What follows belongs to an exercise in optimizing a design on an open flow for small area; a production flow would make more cautious choices. Only simulation tests tie the RTL to the original design; equivalence was not proved. Power figures rest on the tool's default switching activity, not on a simulated workload.

Design bf8b, start of the top module:
module bf8b (
    input rst,
    input clk,
    input rx,
    input [31:0] data_in,
    output [31:0] data_out,
    output [29:0] addr,
    output [3:0] wes,
    output tx
);
clock: 14.0 ns
lec_check: 0
cap_margin: 20
core_margin: 2
core_utilization: 50
slew_margin: 20
standard.sh (not shown) runs the stock make flow with config.mk's settings and CLKGATE_MAP_FILE= SYNTH_SCRIPT=/design/flow/synth_recipe.tcl, a recipe that flattens the netlist after the stock synthesis.
==> flow/flow/run.sh <==
#!/bin/bash
# The standard layout, with three of its steps tuned for area:
#  - synthesis maps the logic with an area-oriented ABC script (flow/abc_area.script)
#    instead of ORFS's delay-oriented one; everything else in the synthesis is the
#    standard one (synth_recipe.tcl), so the registers are the same;
#  - ports are buffered with buf_1 rather than the resizer's default delay cell;
#  - clock-tree sinks are clustered in larger groups.
set -euo pipefail
here=$(pwd)
{
  echo "proc abc {args} {"
  echo "  set i [lsearch -exact \$args -script]"
  echo "  if {\$i >= 0} { lset args [expr {\$i + 1}] $here/flow/abc_area.script }"
  echo "  yosys abc {*}\$args"
  echo "}"
  cat synth_recipe.tcl
} > area_synth.tcl
sed "s#SYNTH_SCRIPT=[^ ]*#SYNTH_SCRIPT=$here/area_synth.tcl#" standard.sh > area_standard.sh
export BUFFER_PORTS_ARGS="-buffer_cell sky130_fd_sc_hd__buf_1"
export CTS_ARGS="-sink_clustering_enable -repair_clock_nets -buf_list sky130_fd_sc_hd__clkbuf_4 -sink_clustering_size 9 -sink_clustering_max_diameter 40 -dont_use_dummy_load"
bash area_standard.sh > standard.log 2>&1
==> flow/flow/abc_area.script <==
&get -n
&st
&syn2
&dch
&nf -R 1000
&put
The starting point passed the timing, design-rule and antenna checks.
Rerun with:
--- a/flow/design.v
+++ b/flow/design.v
@@ -155,25 +155,24 @@
     output [3:0] wes,
     output tx
 );
 localparam P_FETCH = 2'd0;      
 localparam P_EX    = 2'd1;      
 localparam P_EX2   = 2'd2;      
 localparam P_DMA   = 2'd3;      
 localparam K_SLT   = 3'd0;
 localparam K_SH    = 3'd1;
 localparam K_LOAD  = 3'd2;
 localparam K_STORE = 3'd3;
 localparam K_JMP   = 3'd4;
-localparam K_ROT   = 3'd5;
 reg [1:0] t;
 reg [1:0] pass;
 reg [2:0] k2;
 reg [29:0] pc;
 reg [31:0] a;
 reg [4:0] rlo;                   
 reg [2:0] rf3;                   
 reg c;                           
 reg cc;                          
 reg zacc;                        
 reg flag;                        
 reg dsel;                        
@@ -250,27 +249,28 @@
 wire [7:0] cb = (is_op | is_br) ? p2 : immb;
 wire ccin = t0 ? 1'b1 : cc;
 wire [8:0] cdiff = {1'b0, p1} + {1'b0, ~cb} + ccin;
 wire ltu = ~cdiff[8];
 wire lt = ltu ^ p1[7] ^ cb[7];
 wire eq = (p1 == cb) & (t0 | zacc);
 wire cond = f3[2] ? (f3[1] ? ltu : lt) : eq;
 wire taken = cond ^ f3[0];
 wire left = ~f3[2];
 wire [1:0] q = rlo[4:3];
 wire [2:0] rr = rlo[2:0];
 wire fill = ir[30] & flag;
-wire [1:0] rot_n = left ? -q : q;
-wire [7:0] hi_b = left ? a[7:0] : a[15:8];
-wire [7:0] lo_b = left ? a[31:24] : a[7:0];
+wire [1:0] hi_i = left ? -q : q + 2'd1;
+wire [1:0] lo_i = left ? ~q : q;
+wire [7:0] hi_b = a[8*hi_i +: 8];
+wire [7:0] lo_b = a[8*lo_i +: 8];
 wire hi_ok = left ? (t >= q) : ({1'b0, t} + q < 3'd3);
 wire lo_ok = left ? ({1'b0, t} >= q + 3'd1) : ({1'b0, t} + q < 3'd4);
 wire [7:0] hi_v = hi_ok ? hi_b : {8{fill}};
 wire [7:0] lo_v = lo_ok ? lo_b : {8{fill}};
 wire [15:0] win = left ? {1'b0, hi_v, lo_v[7:1]} : {hi_v, lo_v};
 wire [15:0] wsh = win >> (left ? ~rr : rr);
 wire [7:0] shout = wsh[7:0];
 reg [7:0] alub;
 always @(*) begin
     case ({is_alu, f3})
         4'b1100: alub = p1 ^ bin;
         4'b1110: alub = p1 | bin;
@@ -351,25 +351,25 @@
         P_FETCH: begin
             if (t0 && pcinc) begin
                 cin_a = 1'b1;
                 pc_we = 1'b1;
             end
             if (t3)
                 npass = dma_req ? P_DMA : P_EX;
         end
         P_EX: begin
             if (is_alu & (is_slt | is_sh)) begin
                 na = {p1, a[31:8]};
                 if (t3) begin
-                    nk2 = is_slt ? K_SLT : K_ROT;
+                    nk2 = is_slt ? K_SLT : K_SH;
                     npass = P_EX2;
                 end
             end else if (is_alu | is_lui | is_auipc) begin
                 wen = 1'b1;
                 if (t3)
                     advance(1'b0);
             end else if (is_br) begin
                 na = {sum[7:0], a[31:8]};
                 if (t3)
                     advance(taken);
             end else if (is_jal | is_jalr) begin
                 na = {sum[7:0], a[31:8]};
@@ -390,30 +390,24 @@
                     end
                 end
             end
         end
         P_EX2: begin
             case (k2)
                 K_SLT: begin
                     wen = 1'b1;
                     wbyte = {7'b0, flag & t0};
                     if (t3)
                         advance(1'b0);
                 end
-                K_ROT: begin
-                    if (t < rot_n)
-                        na = {a[7:0], a[31:8]};
-                    if (t3)
-                        nk2 = K_SH;
-                end
                 K_JMP: begin
                     wen = 1'b1;
                     wbyte = sum[7:0];
                     if (t3) begin
                         pc_we = 1'b1;
                         inc_a = 1'b1;
                         npass = dma_req ? P_DMA : P_EX;
                     end
                 end
                 K_SH: begin
                     wen = 1'b1;
                     wbyte = shout;
Worst hold slack degrades by 21 ps.
Cell area rose slightly.
Non-clock buffer count rose by 6.
Flip-flop and latch count is unchanged.
Synthesized cell count rose slightly.
Final cell count rose slightly.
Total power fell by a few percent.
Wire length rose slightly.
Via count rose slightly.
Core utilization rose by 0.18 points.
Combinational power fell by a quarter to a third.
Maximum frequency rose slightly.

[static timing again, ports no longer ideal]
The flow's constraints put no driver on any port. The routed layouts listed below were extracted and timed again, unchanged, in two steps. Step 1 sets driving cells, clkbuf_16 on the clock port and buf_2 on the other inputs (assumed; they add their load-dependent delay and slew). Step 2 times the ports against the registers' clock, not the clock port: input delays grow and output delays shrink by t, the midpoint of the rising clock arrivals with the driver on. Slacks: ideal ports / drivers / drivers and shift; pairs: ideal ports / drivers.
| run | shift t [ns] | slack for setup (ns) | worst setup path after step 2 | slew at the worst register clock pin (ns) |
|---|---|---|---|---|
| the first run | 1.114 | 0.686 / 0.665 / 0.665 | input to output | 0.11 / 0.11 |
| the second run | 1.081 | 0.926 / 0.904 / 0.904 | input to output | 0.10 / 0.10 |
After both steps every run listed still meets setup and hold. For the second run, which loses most, drivers alone change the setup slack by -0.022 ns; drivers and shift together by -0.022 ns.
